This is an optimization exercise on Yosys and OpenROAD, whose aim is a short achievable clock period and few clock cycles, not a production implementation.
The RTL was checked by simulation tests, not by an equivalence proof against the original design.
Power is estimated from default activity; no workload was simulated.

==> module cpu_alu, before the edit <==
module cpu_alu(op, wen, rst, w, d, y);
input  [2:0]  op;
input         wen, rst;
input  [15:0] w, d;
output [15:0] y;
wire s_add, s_nand, s_srrl, s_ge, s_cp, s_hold;
alu_sel u_sel (.op(op), .wen(wen), .rst(rst), .s_add(s_add), .s_nand(s_nand),
               .s_srrl(s_srrl), .s_ge(s_ge), .s_cp(s_cp), .s_hold(s_hold));
wire [15:0] sum, nandv, sr_r, sr_l, sr_er, sr_el, ers, els;
wire        ge;
alu_add  u_add  (.a(w), .b(d), .s(sum));
alu_ge   u_ge   (.a(w), .b(d), .ge(ge));
alu_srrl u_srrl (.w(w), .d(d), .r(sr_r), .l(sr_l), .er(sr_er), .el(sr_el));
alu_nand u_nand (.a(w), .b(d), .cp(s_cp), .y(nandv));
alu_and2v u_ers (.a(sr_er), .b({16{s_srrl}}), .y(ers));
alu_and2v u_els (.a(sr_el), .b({16{s_srrl}}), .y(els));
alu_out  u_out  (.s_add(s_add), .s_nand(s_nand | s_cp), .s_ge(s_ge),
                 .s_cp(s_cp), .s_hold(s_hold), .sum(sum), .nandv(nandv),
                 .ers(ers), .r(sr_r), .els(els), .l(sr_l),
                 .ge(ge), .d(d), .w(w), .y(y));
endmodule
==> module alu_and2v, before the edit <==
module alu_and2v(a, b, y);
input  [15:0] a, b;
output [15:0] y;
assign y = a & b;
endmodule
==> module alu_out, before the edit <==
module alu_out(s_add, s_nand, s_ge, s_cp, s_hold, sum, nandv, ers, r, els, l, ge, d, w, y);
input         s_add, s_nand, s_ge, s_cp, s_hold;
input  [15:0] sum, nandv, ers, r, els, l, d, w;
input         ge;
output [15:0] y;
wire [15:0] t1, t2, t3;
alu_aoi22 u1 (.a({16{s_add}}),  .b(sum),   .c({16{s_nand}}), .d(nandv), .y(t1));
alu_aoi22 u2 (.a(ers),          .b(r),     .c(els),          .d(l),     .y(t2));
alu_t3    u3 (.s_hold(s_hold), .w(w), .s_ge(s_ge), .ge(ge), .y(t3));
alu_nand3 u4 (.a(t1), .b(t2), .c(t3), .y(y));
endmodule
==> module alu_t3, before the edit <==
module alu_t3(s_hold, w, s_ge, ge, y);
input         s_hold, s_ge, ge;
input  [15:0] w;
output [15:0] y;
assign y = ~(({16{s_hold}} & w) | {15'd0, s_ge & ge});
endmodule
==> module alu_nand, before the edit <==
module alu_nand(a, b, cp, y);
input  [15:0] a, b;
input         cp;
output [15:0] y;
assign y = cp ? b : ~(a & b);
endmodule
==> module alu_srrl, before the edit <==
module alu_srrl(w, d, r, l, er, el);
input  [15:0] w, d;
output [15:0] r, l, er, el;
wire [3:0]  s0, s1;
srrl_ctl  u_c  (.d(d), .s0(s0), .s1(s1), .er(er), .el(el));
wire [15:0] r1, l1;
srrl_st1  u_r1 (.w(w), .s(s0), .r(r1), .l(l1));
srrl_st2  u_r2 (.r1(r1), .l1(l1), .s(s1), .r(r), .l(l));
endmodule
Settings: LEC_CHECK=0, ABC_CLOCK_PERIOD_IN_PS=2000, CAP_MARGIN=20, CORE_MARGIN=2, CORE_UTILIZATION=55, PLACE_DENSITY=0.7, SETUP_SLACK_MARGIN=2.5, SLEW_MARGIN=20, SYNTH_HIERARCHICAL=1, SYNTH_MINIMUM_KEEP_SIZE=0; clock period 4.5 ns.
run.sh (not shown) runs the stock make flow with config.mk's settings and CLKGATE_MAP_FILE= SYNTH_SCRIPT=/design/flow/synth_recipe.tcl, a recipe that flattens the netlist after the stock synthesis.
The baseline passed the timing, design-rule and antenna checks.
Testbench counts at the start, summed over its fixed seeds: cycles 105,416.
Edit:
--- a/flow/design.v
+++ b/flow/design.v
@@ -279,25 +279,17 @@
 output [15:0] y;
 wire s_add, s_nand, s_srrl, s_ge, s_cp, s_hold;
 alu_sel u_sel (.op(op), .wen(wen), .rst(rst), .s_add(s_add), .s_nand(s_nand),
                .s_srrl(s_srrl), .s_ge(s_ge), .s_cp(s_cp), .s_hold(s_hold));
-wire [15:0] sum, nandv, sr_r, sr_l, sr_er, sr_el, ers, els;
+wire [15:0] sum, nandv, srrl;
 wire        ge;
 alu_add  u_add  (.a(w), .b(d), .s(sum));
 alu_ge   u_ge   (.a(w), .b(d), .ge(ge));
-alu_srrl u_srrl (.w(w), .d(d), .r(sr_r), .l(sr_l), .er(sr_er), .el(sr_el));
-alu_nand u_nand (.a(w), .b(d), .cp(s_cp), .y(nandv));
-alu_and2v u_ers (.a(sr_er), .b({16{s_srrl}}), .y(ers));
-alu_and2v u_els (.a(sr_el), .b({16{s_srrl}}), .y(els));
-alu_out  u_out  (.s_add(s_add), .s_nand(s_nand | s_cp), .s_ge(s_ge),
+alu_srrl u_srrl (.w(w), .d(d), .y(srrl));
+alu_nand u_nand (.a(w), .b(d), .y(nandv));
+alu_out  u_out  (.s_add(s_add), .s_nand(s_nand), .s_srrl(s_srrl), .s_ge(s_ge),
                  .s_cp(s_cp), .s_hold(s_hold), .sum(sum), .nandv(nandv),
-                 .ers(ers), .r(sr_r), .els(els), .l(sr_l),
-                 .ge(ge), .d(d), .w(w), .y(y));
-endmodule
-module alu_and2v(a, b, y);
-input  [15:0] a, b;
-output [15:0] y;
-assign y = a & b;
+                 .srrl(srrl), .ge(ge), .d(d), .w(w), .y(y));
 endmodule
 module alu_sel(op, wen, rst, s_add, s_nand, s_srrl, s_ge, s_cp, s_hold);
 input  [2:0] op;
 input        wen, rst;
@@ -309,25 +301,19 @@
 assign s_ge   = en & (op == 3'b011);
 assign s_cp   = en & (op == 3'b101);
 assign s_hold = ~wen & ~rst;
 endmodule
-module alu_out(s_add, s_nand, s_ge, s_cp, s_hold, sum, nandv, ers, r, els, l, ge, d, w, y);
-input         s_add, s_nand, s_ge, s_cp, s_hold;
-input  [15:0] sum, nandv, ers, r, els, l, d, w;
+module alu_out(s_add, s_nand, s_srrl, s_ge, s_cp, s_hold, sum, nandv, srrl, ge, d, w, y);
+input         s_add, s_nand, s_srrl, s_ge, s_cp, s_hold;
+input  [15:0] sum, nandv, srrl, d, w;
 input         ge;
 output [15:0] y;
 wire [15:0] t1, t2, t3;
-alu_aoi22 u1 (.a({16{s_add}}),  .b(sum),   .c({16{s_nand}}), .d(nandv), .y(t1));
-alu_aoi22 u2 (.a(ers),          .b(r),     .c(els),          .d(l),     .y(t2));
-alu_t3    u3 (.s_hold(s_hold), .w(w), .s_ge(s_ge), .ge(ge), .y(t3));
+alu_aoi22 u1 (.a({16{s_add}}),  .b(sum),   .c({16{s_nand}}), .d(nandv),           .y(t1));
+alu_aoi22 u2 (.a({16{s_srrl}}), .b(srrl),  .c({16{s_cp}}),   .d(d),               .y(t2));
+alu_aoi22 u3 (.a({16{s_hold}}), .b(w),     .c({16{s_ge}}),   .d({15'd0, ge}),     .y(t3));
 alu_nand3 u4 (.a(t1), .b(t2), .c(t3), .y(y));
 endmodule
-module alu_t3(s_hold, w, s_ge, ge, y);
-input         s_hold, s_ge, ge;
-input  [15:0] w;
-output [15:0] y;
-assign y = ~(({16{s_hold}} & w) | {15'd0, s_ge & ge});
-endmodule
 module alu_aoi22(a, b, c, d, y);
 input  [15:0] a, b, c, d;
 output [15:0] y;
 assign y = ~((a & b) | (c & d));
@@ -336,13 +322,12 @@
 input  [15:0] a, b, c;
 output [15:0] y;
 assign y = ~(a & b & c);
 endmodule
-module alu_nand(a, b, cp, y);
+module alu_nand(a, b, y);
 input  [15:0] a, b;
-input         cp;
 output [15:0] y;
-assign y = cp ? b : ~(a & b);
+assign y = ~(a & b);
 endmodule
 module alu_add(a, b, s);
 input  [15:0] a, b;
 output [15:0] s;
@@ -418,16 +403,18 @@
 input  [15:0] x, cn;
 output [15:0] s;
 assign s = {~(x[15:1] ^ cn[14:0]), x[0]};
 endmodule
-module alu_srrl(w, d, r, l, er, el);
+module alu_srrl(w, d, y);
 input  [15:0] w, d;
-output [15:0] r, l, er, el;
+output [15:0] y;
 wire [3:0]  s0, s1;
+wire [15:0] er, el;
 srrl_ctl  u_c  (.d(d), .s0(s0), .s1(s1), .er(er), .el(el));
-wire [15:0] r1, l1;
+wire [15:0] r1, l1, r2, l2;
 srrl_st1  u_r1 (.w(w), .s(s0), .r(r1), .l(l1));
-srrl_st2  u_r2 (.r1(r1), .l1(l1), .s(s1), .r(r), .l(l));
+srrl_st2  u_r2 (.r1(r1), .l1(l1), .s(s1), .r(r2), .l(l2));
+srrl_fin  u_f  (.r(r2), .l(l2), .er(er), .el(el), .y(y));
 endmodule
 module srrl_ctl(d, s0, s1, er, el);
 input  [15:0] d;
 output [3:0]  s0, s1;
@@ -466,8 +453,13 @@
 wire [15:0] l_4 = {l1[11:0], l1[15:12]}, l_8 = {l1[7:0], l1[15:8]}, l_12 = {l1[3:0], l1[15:4]};
 assign r = ({16{s[0]}} & r1) | ({16{s[1]}} & r_4) | ({16{s[2]}} & r_8) | ({16{s[3]}} & r_12);
 assign l = ({16{s[0]}} & l1) | ({16{s[1]}} & l_4) | ({16{s[2]}} & l_8) | ({16{s[3]}} & l_12);
 endmodule
+module srrl_fin(r, l, er, el, y);
+input  [15:0] r, l, er, el;
+output [15:0] y;
+assign y = (r & er) | (l & el);
+endmodule
 module g_nor2v(a, b, y);
 parameter N = 1;
 input  [N-1:0] a, b;
 output [N-1:0] y;
The new run finished with timing, DRC and antenna clean.
Power went down by 1.4%.
Clock-buffer cell count shrinks by 2.
Synthesized area shrinks by 0.80%.
Wire length came out lower by 4.5%.
Via count drops by 3.5%.
Final cell count goes down by 2.6%.
Critical path depth rises by 1.
Sequential share of layout area increases by 1.4 points.
Worst setup slack loses 0.015 ns.
Clock skew is about the same.
Testbench counts after the change, summed over its fixed seeds: cycles 105,416.

afterwards: timing with drivers on the ports:
No port has a modelled driver above. Below, the same layouts with a new extraction and two added sets of constraints. Step 1 assumes that a clkbuf_16 drives the clock port and a buf_2 every other input. Step 2 moves the port delays by t, midway between the first and last clock arrival at a register: inputs arrive t later, outputs are due t later. That takes back most of the time a late clock gives input paths. Three values: no drivers, after step 1, after step 2; two values: the first two.
| run | t, ns | setup slack, ns | hold WS [ns] | slew at the worst register clock pin (ns) | worst slew at a driven data input, ns |
|---|---|---|---|---|---|
| the first run | 0.606 | 2.189 / 2.203 / 1.597 | 0.426 / 0.426 / 0.426 | 0.06 / 0.06 | 0.11 |
| the second run | 0.627 | 2.173 / 2.181 / 1.553 | 0.433 / 0.433 / 0.433 | 0.07 / 0.07 | 0.08 |
After both steps every run listed still meets setup and hold. For the second run, which loses most, drivers alone change the setup slack by +0.008 ns; drivers and shift together by -0.620 ns.
